Source: an optimization exercise on an open RTL-to-GDS flow (aim: small area). Production flows keep margins and buffers that such runs may drop. Only simulation tests tie the RTL to the original design; equivalence was not proved. Power is estimated from default activity; no workload was simulated.

<file path="config.mk">
export PLATFORM = sky130hd
export DESIGN_NAME = main
export DESIGN_NICKNAME = main
export VERILOG_FILES = /design/flow/design.v
export SDC_FILE = /design/flow/constraint.sdc
export NUM_CORES = 8
export LEC_CHECK = 0
export ABC_AREA = 1
export CAP_MARGIN = 20
export CORE_MARGIN = 2
export CORE_UTILIZATION = 40
export SLEW_MARGIN = 20
</file>
<file path="constraint.sdc">
create_clock -name core_clock -period 150.0 [get_ports {clk_100M}]
set_input_delay 30.0000 -clock core_clock [delete_from_list [all_inputs] [get_ports {clk_100M}]]
set_output_delay 30.0000 -clock core_clock [all_outputs]
set_load 0.01 [all_outputs]
</file>
<file path="design.v">
`timescale 10 ns/1 ns
module div(
  input clk,
  input ld_b,            
  input start,           
  input busy,
  input [4:0] step,
  input low,
  input [19:0] mc,
  input [27:0] fhigh,
  output reg [31:0] dec
);
localparam [27:0] FREQ_NUM = 28'd500_000;
reg mode_low;
reg [18:0] rem;        
reg [19:0] dvs;        
wire abit = FREQ_NUM[5'd27 - step];
wire [19:0] r = {rem, abit};
wire qb = r > dvs;
wire [19:0] diff = r - dvs;
wire bit_in = mode_low ? qb : rem[18];
always @(posedge clk) begin
    if (start) begin
        mode_low <= low;
        if (low)
            rem <= 0;
        else begin
            rem <= fhigh[27:9];
            dvs[19:11] <= fhigh[8:0];
        end
    end
    else if (ld_b)
        dvs <= mc;
    else if (busy) begin
        if (mode_low)
            rem <= qb ? diff[18:0] : r[18:0];
        else begin
            rem <= {rem[17:0], dvs[19]};
            dvs <= {dvs[18:0], 1'b0};
        end
    end
end
reg [31:0] adj;
integer i;
always @(*) begin
    for (i = 0; i < 8; i = i + 1)
        adj[4*i +: 4] = (dec[4*i +: 4] > 4'd4) ? dec[4*i +: 4] + 4'd3 : dec[4*i +: 4];
end
always @(posedge clk) begin
    if (start)
        dec <= 0;
    else if (busy)
        dec <= {adj[30:0], bit_in};
end
endmodule
`timescale 10 ns/1 ns
module frequency
(
  input clk, rst,
  input sig,             
  input rise,            
  input clk_1Hz,
  input gate_pulse,
  output reg [27:0] fhigh,
  output reg [19:0] mc,
  output reg low,
  output reg [6:0] duty
);
reg [31:0] counter;
always @(posedge clk or negedge rst) begin
    if (!rst) begin
        counter <= 0;
        mc <= 0;
    end
    else if (rise) begin
        mc <= {|counter[31:19], counter[18:0]};
        counter <= 0;
    end
    else
        counter <= counter + 1;
end
reg last_1Hz;
reg [27:0] freq_count;
always @(posedge clk or negedge rst) begin
    if (!rst) begin
        freq_count <= 0;
        last_1Hz <= 0;
        fhigh <= 0;
    end
    else if (rise) begin
        if (!last_1Hz & clk_1Hz) begin
            fhigh <= freq_count;
            freq_count <= 0;
        end
        else
            freq_count <= freq_count + 1;
        last_1Hz <= clk_1Hz;
    end
end
reg low_ok;
wire high_ok = (fhigh <= 28'd1000);
always @(posedge clk or negedge rst) begin
    if (!rst) begin
        low_ok <= 0;
        low <= 1;
    end
    else begin
        low_ok <= (mc >= 20'd500);
        low <= low ? low_ok : high_ok;
    end
end
reg [12:0] cnt;
reg [6:0] quo;
wire [6:0] quo_inc = quo + 1;
reg [12:0] lim;    
always @(*) begin
    casez (quo)
        7'b??????0: lim = 13'd4999;
        7'b?????01: lim = 13'd5000;
        7'b????011: lim = 13'd5002;
        7'b???0111: lim = 13'd5006;
        7'b??01111: lim = 13'd5014;
        7'b?011111: lim = 13'd5030;
        default:    lim = 13'd5062;
    endcase
end
always @(posedge clk or negedge rst) begin
    if (!rst) begin
        cnt <= 0;
        quo <= 0;
        duty <= 0;
    end
    else if (gate_pulse) begin
        duty <= quo;
        cnt <= 0;
        quo <= 0;
    end
    else if (sig) begin
        if (cnt == lim) begin
            cnt <= lim - 13'd4998;
            quo <= quo_inc;
        end
        else
            cnt <= cnt + 1;
    end
end
endmodule
`timescale 10 ns/1 ns
module bin2dec(
    input [6:0] bin,
    output reg [7:0] number
);
always @(*) begin
    case (bin)
        7'd0: number = 8'h00;
        7'd1: number = 8'h01;
        7'd2: number = 8'h02;
        7'd3: number = 8'h03;
        7'd4: number = 8'h04;
        7'd5: number = 8'h05;
        7'd6: number = 8'h06;
        7'd7: number = 8'h07;
        7'd8: number = 8'h08;
        7'd9: number = 8'h09;
        7'd10: number = 8'h10;
        7'd11: number = 8'h11;
        7'd12: number = 8'h12;
        7'd13: number = 8'h13;
        7'd14: number = 8'h14;
        7'd15: number = 8'h15;
        7'd16: number = 8'h16;
        7'd17: number = 8'h17;
        7'd18: number = 8'h18;
        7'd19: number = 8'h19;
        7'd20: number = 8'h20;
        7'd21: number = 8'h21;
        7'd22: number = 8'h22;
        7'd23: number = 8'h23;
        7'd24: number = 8'h24;
        7'd25: number = 8'h25;
        7'd26: number = 8'h26;
        7'd27: number = 8'h27;
        7'd28: number = 8'h28;
        7'd29: number = 8'h29;
        7'd30: number = 8'h30;
        7'd31: number = 8'h31;
        7'd32: number = 8'h32;
        7'd33: number = 8'h33;
        7'd34: number = 8'h34;
        7'd35: number = 8'h35;
        7'd36: number = 8'h36;
        7'd37: number = 8'h37;
        7'd38: number = 8'h38;
        7'd39: number = 8'h39;
        7'd40: number = 8'h40;
        7'd41: number = 8'h41;
        7'd42: number = 8'h42;
        7'd43: number = 8'h43;
        7'd44: number = 8'h44;
        7'd45: number = 8'h45;
        7'd46: number = 8'h46;
        7'd47: number = 8'h47;
        7'd48: number = 8'h48;
        7'd49: number = 8'h49;
        7'd50: number = 8'h50;
        7'd51: number = 8'h51;
        7'd52: number = 8'h52;
        7'd53: number = 8'h53;
        7'd54: number = 8'h54;
        7'd55: number = 8'h55;
        7'd56: number = 8'h56;
        7'd57: number = 8'h57;
        7'd58: number = 8'h58;
        7'd59: number = 8'h59;
        7'd60: number = 8'h60;
        7'd61: number = 8'h61;
        7'd62: number = 8'h62;
        7'd63: number = 8'h63;
        7'd64: number = 8'h64;
        7'd65: number = 8'h65;
        7'd66: number = 8'h66;
        7'd67: number = 8'h67;
        7'd68: number = 8'h68;
        7'd69: number = 8'h69;
        7'd70: number = 8'h70;
        7'd71: number = 8'h71;
        7'd72: number = 8'h72;
        7'd73: number = 8'h73;
        7'd74: number = 8'h74;
        7'd75: number = 8'h75;
        7'd76: number = 8'h76;
        7'd77: number = 8'h77;
        7'd78: number = 8'h78;
        7'd79: number = 8'h79;
        7'd80: number = 8'h80;
        7'd81: number = 8'h81;
        7'd82: number = 8'h82;
        7'd83: number = 8'h83;
        7'd84: number = 8'h84;
        7'd85: number = 8'h85;
        7'd86: number = 8'h86;
        7'd87: number = 8'h87;
        7'd88: number = 8'h88;
        7'd89: number = 8'h89;
        7'd90: number = 8'h90;
        7'd91: number = 8'h91;
        7'd92: number = 8'h92;
        7'd93: number = 8'h93;
        7'd94: number = 8'h94;
        7'd95: number = 8'h95;
        7'd96: number = 8'h96;
        7'd97: number = 8'h97;
        7'd98: number = 8'h98;
        7'd99: number = 8'h99;
        7'd100: number = 8'h00;
        7'd101: number = 8'h01;
        7'd102: number = 8'h02;
        7'd103: number = 8'h03;
        7'd104: number = 8'h04;
        7'd105: number = 8'h05;
        7'd106: number = 8'h06;
        7'd107: number = 8'h07;
        7'd108: number = 8'h08;
        7'd109: number = 8'h09;
        7'd110: number = 8'h10;
        7'd111: number = 8'h11;
        7'd112: number = 8'h12;
        7'd113: number = 8'h13;
        7'd114: number = 8'h14;
        7'd115: number = 8'h15;
        7'd116: number = 8'h16;
        7'd117: number = 8'h17;
        7'd118: number = 8'h18;
        7'd119: number = 8'h19;
        7'd120: number = 8'h20;
        7'd121: number = 8'h21;
        7'd122: number = 8'h22;
        7'd123: number = 8'h23;
        7'd124: number = 8'h24;
        7'd125: number = 8'h25;
        7'd126: number = 8'h26;
        7'd127: number = 8'h27;
    endcase
end
endmodule
`timescale 10 ns/1 ns
module time_difference(
    input clk,
    input rst,
    input rise0,
    input rise1,
    output reg [31:0] differ
);
reg count_en, last_en;
always @(posedge clk or negedge rst) begin
    if (!rst) begin
        count_en <= 0;
        last_en <= 0;
    end
    else begin
        if (rise0)
            count_en <= 1;
        else if (rise1)
            count_en <= 0;
        last_en <= count_en;
    end
end
reg [32:0] counter;
wire wrap = (counter == 33'h1_3421_7727);
reg [32:0] inc;
reg c;
integer i;
always @(*) begin
    c = 1;
    for (i = 0; i < 8; i = i + 1) begin
        if (c) begin
            if (counter[4*i +: 4] == 4'd9)
                inc[4*i +: 4] = 0;
            else begin
                inc[4*i +: 4] = counter[4*i +: 4] + 1;
                c = 0;
            end
        end
        else
            inc[4*i +: 4] = counter[4*i +: 4];
    end
    inc[32] = counter[32] ^ c;
end
always @(posedge clk or negedge rst) begin
    if (!rst) begin
        differ <= 0;
        counter <= 0;
    end
    else if (last_en && !count_en) begin
        differ <= counter[31:0];
        counter <= 0;
    end
    else if (count_en)
        counter <= wrap ? 33'd0 : inc;
end
endmodule
`timescale 10 ns/1 ns
module RAM_set(
    input [4:0] code,
    input [2:0] col,
    input [2:0] line,
    output pix
);
reg [7:0] bits;
always @(*) begin
    case ({code, col})
        {5'd0, 3'd1}: bits = 8'b00111110;   
        {5'd0, 3'd2}: bits = 8'b01010001;   
        {5'd0, 3'd3}: bits = 8'b01001001;   
        {5'd0, 3'd4}: bits = 8'b01000101;   
        {5'd0, 3'd5}: bits = 8'b00111110;   
        {5'd1, 3'd2}: bits = 8'b01000010;   
        {5'd1, 3'd3}: bits = 8'b01111111;   
        {5'd1, 3'd4}: bits = 8'b01000000;   
        {5'd2, 3'd1}: bits = 8'b01000010;   
        {5'd2, 3'd2}: bits = 8'b01100001;   
        {5'd2, 3'd3}: bits = 8'b01010001;   
        {5'd2, 3'd4}: bits = 8'b01001001;   
        {5'd2, 3'd5}: bits = 8'b01000110;   
        {5'd3, 3'd1}: bits = 8'b00100010;   
        {5'd3, 3'd2}: bits = 8'b01000001;   
        {5'd3, 3'd3}: bits = 8'b01001001;   
        {5'd3, 3'd4}: bits = 8'b01001001;   
        {5'd3, 3'd5}: bits = 8'b00110110;   
        {5'd4, 3'd1}: bits = 8'b00011000;   
        {5'd4, 3'd2}: bits = 8'b00010100;   
        {5'd4, 3'd3}: bits = 8'b00010010;   
        {5'd4, 3'd4}: bits = 8'b01111111;   
        {5'd4, 3'd5}: bits = 8'b00010000;   
        {5'd5, 3'd1}: bits = 8'b00100111;   
        {5'd5, 3'd2}: bits = 8'b01000101;   
        {5'd5, 3'd3}: bits = 8'b01000101;   
        {5'd5, 3'd4}: bits = 8'b01000101;   
        {5'd5, 3'd5}: bits = 8'b00111001;   
        {5'd6, 3'd1}: bits = 8'b00111110;   
        {5'd6, 3'd2}: bits = 8'b01001001;   
        {5'd6, 3'd3}: bits = 8'b01001001;   
        {5'd6, 3'd4}: bits = 8'b01001001;   
        {5'd6, 3'd5}: bits = 8'b00110010;   
        {5'd7, 3'd1}: bits = 8'b01100001;   
        {5'd7, 3'd2}: bits = 8'b00010001;   
        {5'd7, 3'd3}: bits = 8'b00001001;   
        {5'd7, 3'd4}: bits = 8'b00000101;   
        {5'd7, 3'd5}: bits = 8'b00000011;   
        {5'd8, 3'd1}: bits = 8'b00110110;   
        {5'd8, 3'd2}: bits = 8'b01001001;   
        {5'd8, 3'd3}: bits = 8'b01001001;   
        {5'd8, 3'd4}: bits = 8'b01001001;   
        {5'd8, 3'd5}: bits = 8'b00110110;   
        {5'd9, 3'd1}: bits = 8'b00100110;   
        {5'd9, 3'd2}: bits = 8'b01001001;   
        {5'd9, 3'd3}: bits = 8'b01001001;   
        {5'd9, 3'd4}: bits = 8'b01001001;   
        {5'd9, 3'd5}: bits = 8'b00111110;   
        {5'd10, 3'd1}: bits = 8'b01111111;   
        {5'd10, 3'd2}: bits = 8'b00001001;   
        {5'd10, 3'd3}: bits = 8'b00001001;   
        {5'd10, 3'd4}: bits = 8'b00001001;   
        {5'd10, 3'd5}: bits = 8'b00000001;   
        {5'd11, 3'd2}: bits = 8'b00110110;   
        {5'd11, 3'd3}: bits = 8'b00110110;   
        {5'd12, 3'd1}: bits = 8'b01111111;   
        {5'd12, 3'd2}: bits = 8'b00001000;   
        {5'd12, 3'd3}: bits = 8'b00001000;   
        {5'd12, 3'd4}: bits = 8'b00001000;   
        {5'd12, 3'd5}: bits = 8'b01111111;   
        {5'd13, 3'd1}: bits = 8'b01100001;   
        {5'd13, 3'd2}: bits = 8'b01010001;   
        {5'd13, 3'd3}: bits = 8'b01001001;   
        {5'd13, 3'd4}: bits = 8'b01000101;   
        {5'd13, 3'd5}: bits = 8'b01000011;   
        {5'd14, 3'd1}: bits = 8'b01111111;   
        {5'd14, 3'd2}: bits = 8'b01000001;   
        {5'd14, 3'd3}: bits = 8'b01000001;   
        {5'd14, 3'd4}: bits = 8'b01000001;   
        {5'd14, 3'd5}: bits = 8'b00111110;   
        {5'd15, 3'd1}: bits = 8'b00111111;   
        {5'd15, 3'd2}: bits = 8'b01000000;   
        {5'd15, 3'd3}: bits = 8'b01000000;   
        {5'd15, 3'd4}: bits = 8'b01000000;   
        {5'd15, 3'd5}: bits = 8'b00111111;   
        {5'd16, 3'd1}: bits = 8'b00000001;   
        {5'd16, 3'd2}: bits = 8'b00000001;   
        {5'd16, 3'd3}: bits = 8'b01111111;   
        {5'd16, 3'd4}: bits = 8'b00000001;   
        {5'd16, 3'd5}: bits = 8'b00000001;   
        {5'd17, 3'd1}: bits = 8'b00000011;   
        {5'd17, 3'd2}: bits = 8'b00000100;   
        {5'd17, 3'd3}: bits = 8'b01111000;   
        {5'd17, 3'd4}: bits = 8'b00000100;   
        {5'd17, 3'd5}: bits = 8'b00000011;   
        {5'd18, 3'd1}: bits = 8'b01111111;   
        {5'd18, 3'd2}: bits = 8'b01000000;   
        {5'd18, 3'd3}: bits = 8'b01000000;   
        {5'd18, 3'd4}: bits = 8'b01000000;   
        {5'd18, 3'd5}: bits = 8'b01000000;   
        {5'd19, 3'd1}: bits = 8'b00100110;   
        {5'd19, 3'd2}: bits = 8'b01001001;   
        {5'd19, 3'd3}: bits = 8'b01001001;   
        {5'd19, 3'd4}: bits = 8'b01001001;   
        {5'd19, 3'd5}: bits = 8'b00110010;   
        default: bits = 8'b0;
    endcase
end
assign pix = bits[line];
endmodule
`timescale 10 ns/1 ns
module vga_char_display(
    input clk,
    input rst,
    input [31:0] f_0,
    input [6:0] duty_0,
    input [31:0] f_1,
    input [6:0] duty_1,
    input [31:0] differ,
    output st_a,
    output st_b,
    output st_c,
    output [3:0] r,
    output [3:0] g,
    output [3:0] b,
    output reg hs,
    output reg vs
);
reg [1:0] ph;
always @(posedge clk or negedge rst) begin
    if (!rst)
        ph <= 0;
    else
        ph <= ph + 1;
end
wire ce_25M = (ph == 2'd0);
reg [6:0] hg;
reg [2:0] hc;
reg [5:0] vg;
reg [3:0] vl;
wire h_sync = (hg < 7'd14) | ((hg == 7'd14) & (hc <= 3'd2));    
wire h_last = (hg == 7'd114) & (hc == 3'd6);                    
wire h_first = (hg == 7'd0) & (hc == 3'd5);                     
wire v_sync = (vg == 6'd0) & (vl <= 4'd4);                      
wire v_last = (vg == 6'd58) & (vl == 4'd5);                     
always @(posedge clk or negedge rst) begin
    if (!rst) begin
        hg <= 0;
        hc <= 3'd5;
        hs <= 0;
    end
    else if (ce_25M) begin
        if (h_last) begin
            hg <= 0;
            hc <= 3'd5;
        end
        else begin
            hs <= ~h_sync;
            if (hc == 3'd6) begin
                hc <= 0;
                hg <= hg + 1;
            end
            else
                hc <= hc + 1;
        end
    end
end
wire hs_fall = ce_25M & hs & h_sync;
always @(posedge clk or negedge rst) begin
    if (!rst) begin
        vg <= 0;
        vl <= 4'd3;
        vs <= 0;
    end
    else if (hs_fall) begin
        if (v_last) begin
            vg <= 0;
            vl <= 4'd3;
        end
        else begin
            vs <= ~v_sync;
            if (vl == 4'd8) begin
                vl <= 0;
                vg <= vg + 1;
            end
            else
                vl <= vl + 1;
        end
    end
end
wire at_wrap = h_first & hs & v_last;      
assign st_a = ce_25M & h_last & v_last;
assign st_b = at_wrap & (ph == 2'd1);
assign st_c = at_wrap & (ph == 2'd3);
reg shown;
reg [6:0] duty_0_s, duty_1_s;
reg [31:0] differ_s;
always @(posedge clk or negedge rst) begin
    if (!rst)
        shown <= 0;
    else if (st_b)
        shown <= 1;
end
always @(posedge clk) begin
    if (st_b) begin
        duty_0_s <= duty_0;
        duty_1_s <= duty_1;
    end
    if (st_c)
        differ_s <= differ;
end
wire [2:0] row = vg[2:0] - 3'd6;           
wire in_row = (vg >= 6'd30) & (vg <= 6'd34) & (vl != 4'd8);
wire [6:0] ci7 = hg - 7'd66;
wire [3:0] ci = ci7[3:0];
wire in_col = (hg >= 7'd66) & (hg <= 7'd77);
wire [7:0] duty_dec;
bin2dec B2D(
    .bin(row[1] ? duty_1_s : duty_0_s),
    .number(duty_dec)
);
reg [31:0] num;
always @(*) begin
    case (row)
        3'd0: num = f_0;
        3'd2: num = f_1;
        default: num = differ_s;
    endcase
end
wire [3:0] digit_v = num[4*(4'd9 - ci) +: 4];
wire [3:0] digit = shown ? digit_v : 4'd0;
wire [3:0] ddigit = shown ? (ci[0] ? duty_dec[7:4] : duty_dec[3:0]) : 4'd0;
reg [4:0] code;
always @(*) begin
    code = 5'd31;
    if (row[0]) begin    
        case (ci)
            4'd0: code = 5'd14;
            4'd1: code = 5'd15;
            4'd2: code = 5'd16;
            4'd3: code = 5'd17;
            4'd4: code = 5'd11;
            4'd5: code = {1'b0, ddigit};
            4'd6: code = {1'b0, ddigit};
            default: code = 5'd31;
        endcase
    end
    else begin           
        case (ci)
            4'd0: code = row[2] ? 5'd14 : 5'd10;
            4'd1: code = 5'd11;
            4'd10: code = row[2] ? 5'd18 : 5'd12;
            4'd11: code = row[2] ? 5'd19 : 5'd13;
            default: code = {1'b0, digit};
        endcase
    end
end
wire pix;
RAM_set CG(
    .code(code),
    .col(hc),
    .line(vl[2:0]),
    .pix(pix)
);
reg lit;
always @(posedge clk or negedge rst) begin
    if (!rst)
        lit <= 0;
    else if (ce_25M)
        lit <= pix & in_row & in_col;
end
assign r = {4{lit}};
assign g = {4{lit}};
assign b = {4{lit}};
endmodule
`timescale 10 ns/1 ns
module main
(
  input clk_100M,
  input rst,
  input sign_in_0,
  input sign_in_1,
  output [3:0] r,
  output [3:0] g,
  output [3:0] b,
  output hs,
  output vs
);
reg [17:0] clk_count;
reg clk_1Hz;
always @(posedge clk_100M or negedge rst) begin
    if (!rst) begin
        clk_count <= 0;
        clk_1Hz <= 1;
    end
    else if (clk_count == 18'd249_999) begin
        clk_count <= 0;
        clk_1Hz <= ~clk_1Hz;
    end
    else
        clk_count <= clk_count + 1;
end
wire gate_pulse = clk_1Hz & (clk_count == 18'd1);
reg s0_d1, s0_d2, s1_d1, s1_d2;
always @(posedge clk_100M or negedge rst) begin
    if (!rst) begin
        s0_d1 <= 0;
        s0_d2 <= 1;
        s1_d1 <= 0;
        s1_d2 <= 1;
    end
    else begin
        s0_d1 <= sign_in_0;
        s0_d2 <= s0_d1;
        s1_d1 <= sign_in_1;
        s1_d2 <= s1_d1;
    end
end
wire rise_0 = s0_d1 & ~s0_d2;
wire rise_1 = s1_d1 & ~s1_d2;
wire st_a, st_b, st_c;
wire [27:0] fhigh_0, fhigh_1;
wire [19:0] mc_0, mc_1;
wire low_0, low_1;
wire [6:0] duty_0, duty_1;
frequency FreQ_0(
    .clk(clk_100M),
    .rst(rst),
    .sig(s0_d1),
    .rise(rise_0),
    .clk_1Hz(clk_1Hz),
    .gate_pulse(gate_pulse),
    .fhigh(fhigh_0),
    .mc(mc_0),
    .low(low_0),
    .duty(duty_0)
);
frequency FreQ_1(
    .clk(clk_100M),
    .rst(rst),
    .sig(s1_d1),
    .rise(rise_1),
    .clk_1Hz(clk_1Hz),
    .gate_pulse(gate_pulse),
    .fhigh(fhigh_1),
    .mc(mc_1),
    .low(low_1),
    .duty(duty_1)
);
wire [31:0] differ;
time_difference P_D(
    .clk(clk_100M),
    .rst(rst),
    .rise0(rise_0),
    .rise1(rise_1),
    .differ(differ)
);
reg [4:0] step;
wire busy = ~(step[4] & step[3] & step[2]);
always @(posedge clk_100M or negedge rst) begin
    if (!rst)
        step <= 5'd28;
    else if (st_b)
        step <= 0;
    else if (busy)
        step <= step + 1;
end
wire [31:0] f_0_s, f_1_s;
div CV_0(
    .clk(clk_100M),
    .ld_b(st_a),
    .start(st_b),
    .busy(busy),
    .step(step),
    .low(low_0),
    .mc(mc_0),
    .fhigh(fhigh_0),
    .dec(f_0_s)
);
div CV_1(
    .clk(clk_100M),
    .ld_b(st_a),
    .start(st_b),
    .busy(busy),
    .step(step),
    .low(low_1),
    .mc(mc_1),
    .fhigh(fhigh_1),
    .dec(f_1_s)
);
vga_char_display VGA(
    .clk(clk_100M),
    .rst(rst),
    .f_0(f_0_s),
    .duty_0(duty_0),
    .f_1(f_1_s),
    .duty_1(duty_1),
    .differ(differ),
    .st_a(st_a),
    .st_b(st_b),
    .st_c(st_c),
    .r(r),
    .g(g),
    .b(b),
    .hs(hs),
    .vs(vs)
);
endmodule
</file>
<file path="run.sh">
#!/bin/bash
# synth_recipe.tcl (not shown) runs the flow's synth.tcl, then flattens the netlist and writes it again
# the make line also repeats each setting of config.mk as NAME=value (left out here)
make -C /OpenROAD-flow-scripts/flow DESIGN_CONFIG=/design/flow/config.mk WORK_HOME=/design/flow/orfs CLKGATE_MAP_FILE= SYNTH_SCRIPT=/design/flow/synth_recipe.tcl finish
</file>
==> notes.md <==
## sequential cells by signal (all words and copies together), names as in the netlist, 32 cells and up
signal,flops
CV_0.dec,32
CV_1.dec,32
FreQ_0.counter,32
FreQ_1.counter,32
P_D.counter,33
P_D.differ,32
VGA.differ_s,32
## path summary, 6_finish.rpt
| path | from | end | slack [ps] |
|---|---|---|---|
| worst max-delay path | VGA.lit | g[0] | 118240 |
| worst min-delay path | s1_d1 | s1_d2 | 440 |
| worst max register to register | VGA.vg[1] | VGA.lit | 144770 |
| worst min register to register | s1_d1 | s1_d2 | 440 |
| max in group asynchronous | rst | P_D.last_en | 119000 |
| min in group asynchronous | rst | FreQ_0.cnt[1] | 29420 |
## cell families (layout without fill, tap and decap cells)
family,count (synthesis),after routing,synth area share
AO/OA/AOI/OAI,869,869,0.148
XOR/XNOR,93,93,0.0243
adder cells (fa/ha/maj),138,138,0.0520
buffers and inverters,791,842,0.0933
flip-flops,587,587,0.448
multiplexers,1,1,0.000336
AND/OR/NAND/NOR,1778,1778,0.234
## cell usage after synthesis, types with 15 or more instances
master / number / share of area
a211oi_1: 18 / 0.0040
a21oi_1: 201 / 0.030
a31oi_1: 24 / 0.0045
buf_2: 18 / 0.0027
buf_4: 19 / 0.0043
clkbuf_1: 84 / 0.0094
dfrtp_1: 385 / 0.29
dfxtp_1: 64 / 0.038
edfxtp_1: 126 / 0.11
ha_1: 136 / 0.051
inv_1: 638 / 0.072
inv_2: 16 / 0.0018
nand2_1: 872 / 0.098
nand2_2: 19 / 0.0035
nand3_1: 246 / 0.037
nand4_1: 64 / 0.012
nor2_1: 338 / 0.038
nor2_2: 15 / 0.0028
nor3_1: 114 / 0.017
nor4_1: 47 / 0.0088
o211ai_1: 59 / 0.013
o21ai_0: 413 / 0.062
o21ai_1: 17 / 0.0025
o221ai_1: 30 / 0.0078
o22ai_1: 48 / 0.0090
xor2_1: 81 / 0.021
## cell type report
type / instances / area share
clock buffers: 91 / 0.0532
clock inverters: 43 / 0.0128
inverters: 663 / 0.0673
multi-input cells: 2879 / 0.415
flip-flops and latches: 587 / 0.404
well taps: 1080 / 0.0364
repair buffers: 45 / 0.0110
## power by group through the flow
stage	combinational, mW	clock (mW)	sequential [mW]
after floorplan	0.0197	0	0.181
after global placement	0.0265	0	0.184
after detailed placement	0.0270	0	0.184
after CTS	0.0272	0.184	0.181
after global routing	0.0314	0.191	0.182
final	0.0268	0.180	0.181
## layer usage
| metal | track usage | vias to the layer above | wire length (um) |
|---|---|---|---|
| met5 | 0 | - | 0 |
| met4 | 0.0590 | 0 | 1780 |
| met3 | 0.0247 | 120 | 3950 |
| met2 | 0.304 | 616 | 36500 |
| met1 | 0.280 | 13161 | 40800 |
| li1 | - | 14166 | - |
==> impl_metrics.yaml <==
timing:
  worst_slew_pin_slew_ps: 977
  hold_violations: 0
  fmax_mhz: 31.5
  hold_ws_ps: 435
  fin_crit_sh: 0.212
  slew_headroom: 0.346
  rsz0062_at_grt: "false"
  skew_ps: 26.8
  slew_viol_final: 0
  setup_tns_ps: 0
  finalWorstSetupSlack_ps: 118240
  finalSetupViolations: 0
  period_needed_ps: 31760
layout:
  layout_commonest_cell: "nand2_1"
  nets: 4391
  layout-area-overhead-vs-synth_pct: 10.9
  fin_util: 0.446
  fin_area_mm2: 0.0371
  multi_input_area_mm2: 0.0154
  drive_above_1_share: 0.0627
  most-common-layout-cells: "871 x nand2_1, 638 x inv_1, 413 x o21ai_0"
  instances_no_fill: 5388
  fillerInstances: 8356
  diodes: 0
  regArea_mm2: 0.0150
clock_tree:
  clockBufferDepth: 3
  cts_resized: 0
  post_cts.repair.setup_buffers: 0
  clock_latency_ps: 630
  cts_tree: "done"
  holdBufCountCts: 0
  cts_buffers: 73
  clockRootBuffer: "clkbuf_16"
  clk_pin_slew_worst_paths_ps: 60
  cts.sinks: 587
  h-tree-depth: 3
synth:
  synth-edff-count: 126
  synth_ff_type: "dfrtp_1"
  seq_area_frac_synth: 0.448
  netlist_area_mm2: 0.0335
  syn_inst: 4257
  synthDistinctLibCells: 72
  async_flop_share: 0.676
  synth_nets: 4399
  ys_warn_count: 7
  synth.ff_latch_count: 587
  avgSynthCellArea_um2: 7.87
power_and_ir_drop:
  clkPwrFrac: 0.464
  p_seq_frac: 0.467
  swShare: 0.254
  p_per_area_mw_per_mm2: 10.4
  power.switching_mw: 0.0984
  peakVddDrop_mv: 0.00747
  p_int_mw: 0.289
  p_comb_frac: 0.069
  finalPower_mw: 0.387
  p_leak_nw: 16.8
floorplanning:
  dieHeight_um: 293
  io_pins: 18
  dieArea_mm2: 0.0861
  core-area_mm2: 0.0833
  num_rows: 106
  start_util: 0.402
  die_w_um: 293
placement:
  dp.cells: 5253
  dpl.hpwl_um: 58200
  placed_cell_area_mm2: 0.0347
  post-place-ws_ps: 118280
  place_congestion: 0.867
  numPortBuffers: 17
global_routing:
  grt-ovfl-total: 0
  track_usage: 0.194
  grt_first_pass_wirelength_um: 139000
  grt_max_degree: 157
  antenna_found_initial: 1
  first_global_vias: 26894
setup_path:
  crit_required_ps: 120000
  crit_buf_inv: 1
  critPathTopFamily: "buffers and inverters"
  crit_type: "flop to output port"
  reg2regPathDepth: 21
  cp_num_cells: 1
  critPathLaunchType: "flop"
  critPathMaxFanout: 13
  crit_chain: "clkdlybuf4s50_1"
  arrival_ps: 1760
  cp_slowest_stage_delay_ps: 610
  cp_slowest_cell: "clkdlybuf4s50_1"
  endpoint_kind: "output port"
run:
  maxCapViolations: 0
routing:
  drcViolationCount: 0
  wl_per_cell_um: 15.4
  drt_iter0_drc: 2062
  antenna_left: 0
  dr_total_vias: 28063
  drtPass1Iterations: 5
  wl_um: 83000
  drt-vias-per-instance: 5.21
min_path:
  hold_depth: 0
  hp-class: "flop to flop"
run_status:
  status: "no timing/DRC/antenna violations"

port drivers added, routing unchanged:
The flow's constraints put no driver on any port. The routed layout listed below was extracted and timed again, unchanged, in two steps.
Step 1 (the two cells are an assumption about what drives the block):
set clk [get_ports {clk_100M}]
set_driving_cell -lib_cell sky130_fd_sc_hd__clkbuf_16 $clk
set_driving_cell -lib_cell sky130_fd_sc_hd__buf_2 [delete_from_list [all_inputs] $clk]
Step 2 moves the port delays by t, midway between the first and last clock arrival at a register: inputs arrive t later, outputs are due t later. That takes back most of the time a late clock gives input paths.
a / b / c = ideal / step 1 / step 2; a / b = the first two.
t (ns): 0.677
setup slack, ns: 118.237 / 118.173 / 118.312
hold slack, ns: 0.435 / 0.435 / 0.435
cell pins on the clock port's net: 1
After both steps setup and hold are still met in this run. For this run, drivers alone change the setup slack by -0.064 ns; drivers and shift together by +0.075 ns. Setup slack includes reset recovery checks.
